Background: an optimization exercise with open tools, aiming at small area and few clock cycles. Do not read the settings as production practice. RTL that was checked went through simulation tests only; none was proved equivalent to the original. Power is estimated from default activity; no workload was simulated.

Setup of the baseline:
Design async_mmap, start of the top module:
module async_mmap #(
  parameter LenWidth  = 5,    
  parameter QueueLog  = 2,    
  parameter RdDepthLog = 0    
) (
  input wire clk,
  input wire rst,  
  input wire [63:0] offset,
  output wire        m_axi_AWVALID,
  input  wire        m_axi_AWREADY,
  output wire [31:0] m_axi_AWADDR,
  output wire [0:0]  m_axi_AWID,
  output wire [7:0]  m_axi_AWLEN,
  output wire [2:0]  m_axi_AWSIZE,
  output wire [1:0]  m_axi_AWBURST,
  output wire [0:0]  m_axi_AWLOCK,
  output wire [3:0]  m_axi_AWCACHE,
  output wire [2:0]  m_axi_AWPROT,
  output wire [3:0]  m_axi_AWQOS,
  output wire        m_axi_WVALID,
  input  wire        m_axi_WREADY,
  output wire [31:0] m_axi_WDATA,
  output wire [3:0]  m_axi_WSTRB,
  output wire        m_axi_WLAST,
  input  wire       m_axi_BVALID,
  output wire       m_axi_BREADY,
  input  wire [1:0] m_axi_BRESP,
  input  wire [0:0] m_axi_BID,
  output wire        m_axi_ARVALID,
  input  wire        m_axi_ARREADY,
  output wire [31:0] m_axi_ARADDR,
  output wire [0:0]  m_axi_ARID,
  output wire [7:0]  m_axi_ARLEN,
  output wire [2:0]  m_axi_ARSIZE,
  output wire [1:0]  m_axi_ARBURST,
  output wire [0:0]  m_axi_ARLOCK,
  output wire [3:0]  m_axi_ARCACHE,
  output wire [2:0]  m_axi_ARPROT,
  output wire [3:0]  m_axi_ARQOS,
  input  wire        m_axi_RVALID,
  output wire        m_axi_RREADY,
  input  wire [31:0] m_axi_RDATA,
  input  wire        m_axi_RLAST,
  input  wire [0:0]  m_axi_RID,
  input  wire [1:0]  m_axi_RRESP,
  input  wire [31:0] read_addr_din,
  input  wire        read_addr_write,
  output wire        read_addr_full_n,
  output wire [31:0] read_data_dout,
  input  wire        read_data_read,
  output wire        read_data_empty_n,
  input  wire [31:0] write_addr_din,
  ...
Size: about 1100 cells after synthesis, about 220 flip-flops, ~0.013 mm^2 of cells after synthesis.
Settings: LEC_CHECK=0, CAP_MARGIN=20, CORE_MARGIN=2, CORE_UTILIZATION=35, PLACE_DENSITY=0.5, SLEW_MARGIN=20; clock period 8.0 ns.
run.sh (not shown) runs the stock make flow with config.mk's settings and CLKGATE_MAP_FILE= SYNTH_SCRIPT=/design/flow/synth_recipe.tcl, a recipe that flattens the netlist after the stock synthesis.
The baseline finished end to end and its layout was clean on timing, DRC and antenna.
Here is what was changed in the inputs of the candidate compared with the baseline.
--- a/flow/config.mk
+++ b/flow/config.mk
@@ -7,0 +8 @@
+export ABC_AREA = 1
@@ -10,2 +11,3 @@
-export CORE_UTILIZATION = 35
-export PLACE_DENSITY = 0.5
+export CORE_UTILIZATION = 60
+export CTS_BUF_LIST = sky130_fd_sc_hd__clkbuf_4
+export PLACE_DENSITY = 0.7
Notes after the runs:
Timing, DRC, antenna: 0 failures across the candidate and the baseline
As far as number of port buffers goes, the candidate and the baseline are indistinguishable; the numbers are identical.
Number of signal-net inverters in the final layout (the baseline / the candidate): 0.21
Delta(largest incremental delay on the critical path, the candidate - the baseline) > 0
Number of placed instances, taps included: the candidate and the baseline compared, lower one is the baseline
The candidate: endpoint required time on the critical path is 1.88 ns lower than what the baseline reported.
Diff the baseline -> the candidate: via count +about 34%; net switching component of the power +about 8%.
The candidate against the baseline: synthesized cell count picked up an extra 540; proportion of power drawn by the clock network shrank by 6.9 points; maximum ir drop on the vdd rail now sits higher.
Function was not checked in any run of this note: the RTL went through the layout flow alone.


Setup of exp/yarrow:
The RTL this note starts from:
==> flow/design.v <==
`default_nettype none
module async_mmap #(
  parameter RdLenWidth = 5,   
  parameter LenWidth  = 4,    
  parameter QueueLog  = 2,    
  parameter RdDepthLog = 0,   
  parameter RdSplitLog = 10,  
  parameter WrSplitLog = 4    
) (
  input wire clk,
  input wire rst,  
  input wire [63:0] offset,
  output wire        m_axi_AWVALID,
  input  wire        m_axi_AWREADY,
  output wire [31:0] m_axi_AWADDR,
  output wire [0:0]  m_axi_AWID,
  output wire [7:0]  m_axi_AWLEN,
  output wire [2:0]  m_axi_AWSIZE,
  output wire [1:0]  m_axi_AWBURST,
  output wire [0:0]  m_axi_AWLOCK,
  output wire [3:0]  m_axi_AWCACHE,
  output wire [2:0]  m_axi_AWPROT,
  output wire [3:0]  m_axi_AWQOS,
  output wire        m_axi_WVALID,
  input  wire        m_axi_WREADY,
  output wire [31:0] m_axi_WDATA,
  output wire [3:0]  m_axi_WSTRB,
  output wire        m_axi_WLAST,
  input  wire       m_axi_BVALID,
  output wire       m_axi_BREADY,
  input  wire [1:0] m_axi_BRESP,
  input  wire [0:0] m_axi_BID,
  output wire        m_axi_ARVALID,
  input  wire        m_axi_ARREADY,
  output wire [31:0] m_axi_ARADDR,
  output wire [0:0]  m_axi_ARID,
  output wire [7:0]  m_axi_ARLEN,
  output wire [2:0]  m_axi_ARSIZE,
  output wire [1:0]  m_axi_ARBURST,
  output wire [0:0]  m_axi_ARLOCK,
  output wire [3:0]  m_axi_ARCACHE,
  output wire [2:0]  m_axi_ARPROT,
  output wire [3:0]  m_axi_ARQOS,
  input  wire        m_axi_RVALID,
  output wire        m_axi_RREADY,
  input  wire [31:0] m_axi_RDATA,
  input  wire        m_axi_RLAST,
  input  wire [0:0]  m_axi_RID,
  input  wire [1:0]  m_axi_RRESP,
  input  wire [31:0] read_addr_din,
  input  wire        read_addr_write,
  output wire        read_addr_full_n,
  output wire [31:0] read_data_dout,
  input  wire        read_data_read,
  output wire        read_data_empty_n,
  input  wire [31:0] write_addr_din,
  input  wire        write_addr_write,
  output wire        write_addr_full_n,
  input  wire [31:0] write_data_din,
  input  wire        write_data_write,
  output wire        write_data_full_n,
  output wire [7:0] write_resp_dout,
  input  wire       write_resp_read,
  output wire       write_resp_empty_n
);
  localparam QD = 1 << QueueLog;
  wire ar_free;
  wire [29:0] ar_word;
  wire [RdLenWidth-1:0] ar_len;
  wire ar_valid;
  burst_former #(.LenWidth(RdLenWidth), .SplitLog(RdSplitLog)) read_burst (
    .clk(clk), .rst(rst), .base(offset[31:2]),
    .din(read_addr_din[29:0]), .write(read_addr_write), .full_n(read_addr_full_n),
    .room(1'b1), .emit(), .emit_len(),
    .valid(ar_valid), .ready(m_axi_ARREADY), .word(ar_word), .len(ar_len)
  );
  assign m_axi_ARVALID = ar_valid;
  assign m_axi_ARADDR  = {ar_word, offset[1:0]};
  assign m_axi_ARID    = 1'b0;
  assign m_axi_ARLEN   = {{(8-RdLenWidth){1'b0}}, ar_len};
  assign m_axi_ARSIZE  = 3'd2;
  assign m_axi_ARBURST = 2'd1;
  assign m_axi_ARLOCK  = 1'b0;
  assign m_axi_ARCACHE = 4'b0011;
  assign m_axi_ARPROT  = 3'd0;
  assign m_axi_ARQOS   = 4'd0;
  generate
    if (RdDepthLog == 0) begin : rd_pass
      assign read_data_dout    = m_axi_RDATA;
      assign read_data_empty_n = m_axi_RVALID;
      assign m_axi_RREADY      = read_data_read;
    end else begin : rd_fifo
      localparam RD = 1 << RdDepthLog;
      reg [31:0] mem [0:RD-1];
      reg [RdDepthLog:0] wp, rp;
      wire [RdDepthLog:0] used = wp - rp;
      wire full  = used[RdDepthLog];
      wire push  = m_axi_RVALID && !full;
      wire pop   = read_data_read && (wp != rp);
      always @(posedge clk) begin
        if (rst) begin
          wp <= 0;
          rp <= 0;
        end else begin
          if (push) wp <= wp + 1'b1;
          if (pop)  rp <= rp + 1'b1;
        end
        if (push) mem[wp[RdDepthLog-1:0]] <= m_axi_RDATA;
      end
      assign m_axi_RREADY      = !full;
      assign read_data_empty_n = wp != rp;
      assign read_data_dout    = mem[rp[RdDepthLog-1:0]];
    end
  endgenerate
  reg  [LenWidth-1:0] q_len [0:QD-1];    
  reg  [QueueLog:0]   q_tail, q_w, q_b;   
  wire [QueueLog:0] q_used = q_tail - q_b;
  wire q_room = !q_used[QueueLog];
  wire aw_emit;
  wire [29:0] aw_word;
  wire [LenWidth-1:0] aw_len;
  wire aw_valid;
  wire [LenWidth-1:0] aw_len_next;
  burst_former #(.LenWidth(LenWidth), .SplitLog(WrSplitLog)) write_burst (
    .clk(clk), .rst(rst), .base(offset[31:2]),
    .din(write_addr_din[29:0]), .write(write_addr_write), .full_n(write_addr_full_n),
    .room(q_room), .emit(aw_emit), .emit_len(aw_len_next),
    .valid(aw_valid), .ready(m_axi_AWREADY), .word(aw_word), .len(aw_len)
  );
  assign m_axi_AWVALID = aw_valid;
  assign m_axi_AWADDR  = {aw_word, offset[1:0]};
  assign m_axi_AWID    = 1'b0;
  assign m_axi_AWLEN   = {{(8-LenWidth){1'b0}}, aw_len};
  assign m_axi_AWSIZE  = 3'd2;
  assign m_axi_AWBURST = 2'd1;
  assign m_axi_AWLOCK  = 1'b0;
  assign m_axi_AWCACHE = 4'b0011;
  assign m_axi_AWPROT  = 3'd0;
  assign m_axi_AWQOS   = 4'd0;
  reg        wd_valid;
  reg [31:0] wd_data;
  reg [LenWidth-1:0] w_beat;
  reg        b_done;    
  wire w_known = q_w != q_tail;
  wire w_last  = w_beat == q_len[q_w[QueueLog-1:0]];
  wire w_hs    = wd_valid && w_known && m_axi_WREADY;
  wire d_push  = write_data_write;
  wire b_hs    = m_axi_BVALID && !b_done;
  wire r_pop   = write_resp_read && b_done;
  assign write_data_full_n = !wd_valid || w_hs;
  assign m_axi_WVALID = wd_valid && w_known;
  assign m_axi_WDATA  = wd_data;
  assign m_axi_WSTRB  = 4'b1111;
  assign m_axi_WLAST  = w_last;
  assign m_axi_BREADY = !b_done;
  assign write_resp_empty_n = b_done;
  assign write_resp_dout = {{(8-LenWidth){1'b0}}, q_len[q_b[QueueLog-1:0]]};
  always @(posedge clk) begin
    if (rst) begin
      wd_valid <= 1'b0;
      w_beat   <= {LenWidth{1'b0}};
      q_tail   <= {(QueueLog+1){1'b0}};
      q_w      <= {(QueueLog+1){1'b0}};
      q_b      <= {(QueueLog+1){1'b0}};
      b_done   <= 1'b0;
    end else begin
      if (d_push) wd_valid <= 1'b1;
      else if (w_hs) wd_valid <= 1'b0;
      if (w_hs) begin
        if (w_last) begin
          w_beat <= {LenWidth{1'b0}};
          q_w <= q_w + 1'b1;
        end else begin
          w_beat <= w_beat + 1'b1;
        end
      end
      if (aw_emit) q_tail <= q_tail + 1'b1;
      if (b_hs) b_done <= 1'b1;
      else if (r_pop) b_done <= 1'b0;
      if (r_pop) q_b <= q_b + 1'b1;
    end
    if (d_push) wd_data <= write_data_din;
    if (aw_emit) q_len[q_tail[QueueLog-1:0]] <= aw_len_next;
  end
  wire _unused = &{1'b0, offset[63:32], read_addr_din[31:30], write_addr_din[31:30],
                   m_axi_BRESP, m_axi_BID, m_axi_RLAST, m_axi_RID, m_axi_RRESP, 1'b0};
endmodule   
module burst_former #(
  parameter LenWidth = 5,
  parameter SplitLog = 8     
) (
  input  wire        clk,
  input  wire        rst,
  input  wire [29:0] base,       
  input  wire [29:0] din,        
  input  wire        write,
  output wire        full_n,
  input  wire        room,       
  output wire        emit,       
  output wire [LenWidth-1:0] emit_len,
  output reg                 valid,
  input  wire                ready,
  output reg  [29:0]         word,
  output reg  [LenWidth-1:0] len
);
  reg                run;        
  reg [29:0]         run_addr;   
  reg [LenWidth-1:0] run_len;    
  reg                half;       
  reg                carry;      
  wire slot   = (valid ? ready : !half) && room;
  wire [SplitLog:0] next_lo = run_addr[SplitLog-1:0] + run_len + 1'b1;
  wire extend = run && din[29:SplitLog] == run_addr[29:SplitLog] &&
                next_lo == {1'b0, din[SplitLog-1:0]} && ~&run_len;
  assign full_n = slot;
  assign emit   = run && slot && !(write && extend);
  assign emit_len = run_len;
  wire [14:0] sum_lo, sum_hi;
  wire        carry_lo;
  ripple_add #(.W(15)) add_lo (
    .a(base[14:0]), .b(run_addr[14:0]), .ci(1'b0), .s(sum_lo), .co(carry_lo));
  ripple_add #(.W(15)) add_hi (
    .a(base[29:15]), .b(word[29:15]), .ci(carry), .s(sum_hi), .co());
  always @(posedge clk) begin
    if (rst) begin
      run   <= 1'b0;
      valid <= 1'b0;
      half  <= 1'b0;
    end else begin
      if (write) run <= 1'b1;
      else if (emit) run <= 1'b0;
      half <= emit;
      if (half) valid <= 1'b1;
      else if (ready) valid <= 1'b0;
    end
    if (write) begin
      if (extend) begin
        run_len <= run_len + 1'b1;
      end else begin
        run_addr <= din;
        run_len  <= {LenWidth{1'b0}};
      end
    end
    if (emit) begin
      word  <= {run_addr[29:15], sum_lo};
      carry <= carry_lo;
      len   <= run_len;
    end else if (half) begin
      word[29:15] <= sum_hi;
    end
  end
endmodule   
module ripple_add #(
  parameter W = 8
) (
  input  wire [W-1:0] a,
  input  wire [W-1:0] b,
  input  wire         ci,
  output wire [W-1:0] s,
  output wire         co
);
  wire [W:0] c;
  assign c[0] = ci;
  genvar i;
  generate
    for (i = 0; i < W; i = i + 1) begin : bit_
      wire p = a[i] ^ b[i];
      assign s[i]   = p ^ c[i];
      assign c[i+1] = (a[i] & b[i]) | (p & c[i]);
    end
  endgenerate
  assign co = c[W];
endmodule   
`default_nettype wire
make LEC_CHECK=0 CAP_MARGIN=20 CORE_MARGIN=2 CORE_UTILIZATION=50 CTS_BUF_LIST=sky130_fd_sc_hd__clkbuf_8 CTS_CLUSTER_DIAMETER=50 CTS_CLUSTER_SIZE=18 PLACE_DENSITY=0.6 SLEW_MARGIN=20 finish   # period 8.0 ns
exp/yarrow: no failed stages, no open violations at the end
Testbench counts of exp/yarrow, summed over its fixed seeds: cycles 7,842.
The following lists how exp/pepper was set up differently from exp/yarrow:
Settings: PLACE_DENSITY: 0.6 -> 0.72; CORE_UTILIZATION: 50 -> 65.
==> flow/flow/run.sh (new file) <==
#!/bin/bash
# The standard layout (standard.sh), except that the buffer placed on each
# input and output port is a buf_1 cell rather than the larger delay buffer
# that buffer_ports picks by default. make's full output goes to make.log.
set -euo pipefail
export BUFFER_PORTS_ARGS="-buffer_cell sky130_fd_sc_hd__buf_1"
bash standard.sh finish > make.log 2>&1
==> flow/standard.sh (new file) <==
#!/bin/bash
# synth_recipe.tcl (not shown) runs the flow's synth.tcl, then flattens the netlist and writes it again
# the make line also repeats each setting of config.mk as NAME=value (left out here)
make -C /OpenROAD-flow-scripts/flow DESIGN_CONFIG=/design/flow/config.mk WORK_HOME=/design/flow/orfs CLKGATE_MAP_FILE= SYNTH_SCRIPT=/design/flow/synth_recipe.tcl "${@:-finish}"
removed: flow/run.sh
Notes after the runs:
Compared with exp/yarrow, in exp/pepper number of nets in the finished design fell by 0.81%; non-clock buffer count went down by about 0.8%; detailed-route wire length on metal 1 saw a decrease; final worst setup slack went up by 0.13 ns.
Going from exp/yarrow to exp/pepper, total power divided by cell area grows by 6.9 nW/um^2.
Re combinational share of power: exp/yarrow was higher than exp/pepper.
exp/yarrow was larger in final cell area than exp/pepper.
Diff exp/yarrow -> exp/pepper | relative contribution of the clock network to total power | decrease of 3.4 points
Inputs modified between exp/pepper and exp/zinc:
Settings: CTS_CLUSTER_DIAMETER removed (was 50); CORE_UTILIZATION changed from 65 to 50; CTS_BUF_LIST changed from sky130_fd_sc_hd__clkbuf_8 to sky130_fd_sc_hd__clkbuf_4; CTS_CLUSTER_SIZE removed (was 18); PLACE_DENSITY changed from 0.72 to 0.6.
Notes after the runs:
- exp/pepper → exp/zinc: wire length has increased; sequential logic power has remained practically unchanged; count of vias placed by the detailed router has increased.
- Setup slack | exp/zinc above exp/pepper
- Compared with exp/pepper, in exp/zinc utilization moved down; routability congestion estimate from global placement level; met3 layer usage reported by global route moved up.
- Taking exp/pepper as the reference point, the finished layout cell area of exp/zinc rises by about 2.7%.
- exp/zinc consumes more power than exp/pepper does.
### exp/zinc -> exp/umber
Settings: setting CTS_CLUSTER_SIZE to 18 for the first time; changing CTS_BUF_LIST from sky130_fd_sc_hd__clkbuf_4 to sky130_fd_sc_hd__clkbuf_8; setting CTS_CLUSTER_DIAMETER to 50 for the first time.
==> flow/flow/run.sh <==
#!/bin/bash
# The standard layout (standard.sh), except that the buffer placed on each
# input and output port is a buf_1 cell rather than the larger delay buffer
# that buffer_ports picks by default, and constant outputs share their tie
# cells. make's full output goes to make.log.
set -euo pipefail
export BUFFER_PORTS_ARGS="-buffer_cell sky130_fd_sc_hd__buf_1"
export SKIP_REPAIR_TIE_FANOUT=1
bash standard.sh finish > make.log 2>&1
--- outcome ---
Global routing met1 resource utilization in exp/umber vs exp/zinc: down 0.45 points
Re remaining max-slew budget at the tightest pin: exp/umber is 0.50 points up on exp/zinc.
Delta (exp/umber minus exp/zinc): highest fanout seen on the critical path held, final area went down about 2.4%, final-layout fill cell count went up 11.

## re-timing with driven ports
The results above use ideal ports. As a check the final layouts listed here were re-extracted and re-timed, cells and wires unchanged.
Step 1 (the two cells are an assumption about what drives the block):
set clk [get_ports {clk}]
set_driving_cell -lib_cell sky130_fd_sc_hd__clkbuf_16 $clk
set_driving_cell -lib_cell sky130_fd_sc_hd__buf_2 [delete_from_list [all_inputs] $clk]
Step 2, shift: input delay + t, output delay - t, t = (earliest + latest rising clock arrival at the registers) / 2. This alone moves slack from input paths to output paths.
a / b / c = ideal / step 1 / step 2; a / b = the first two.
run	shift t [ns]	slack for setup (ns)	worst setup path at the end	clock arrival spread, ns	pins driven straight from the clock port
the baseline	0.597	2.526 / 2.530 / 1.933	input to register	0.012 / 0.011	1
the candidate	0.722	3.439 / 3.395 / 3.262	input to register	0.043 / 0.043	1
exp/yarrow	0.615	0.203 / 0.224 / -0.391	input to register	0.036 / 0.037	1
exp/pepper	0.560	0.338 / 0.350 / -0.210	input to register	0.025 / 0.025	1
exp/zinc	0.686	0.617 / 0.627 / -0.060	input to register	0.025 / 0.025	1
exp/umber	0.587	0.465 / 0.482 / -0.105	input to register	0.017 / 0.016	1
With both steps, setup timing fails in exp/yarrow, exp/pepper, exp/zinc and exp/umber, where it was met with ideal ports. For exp/zinc, which loses most, drivers alone change the setup slack by +0.010 ns; drivers and shift together by -0.677 ns.
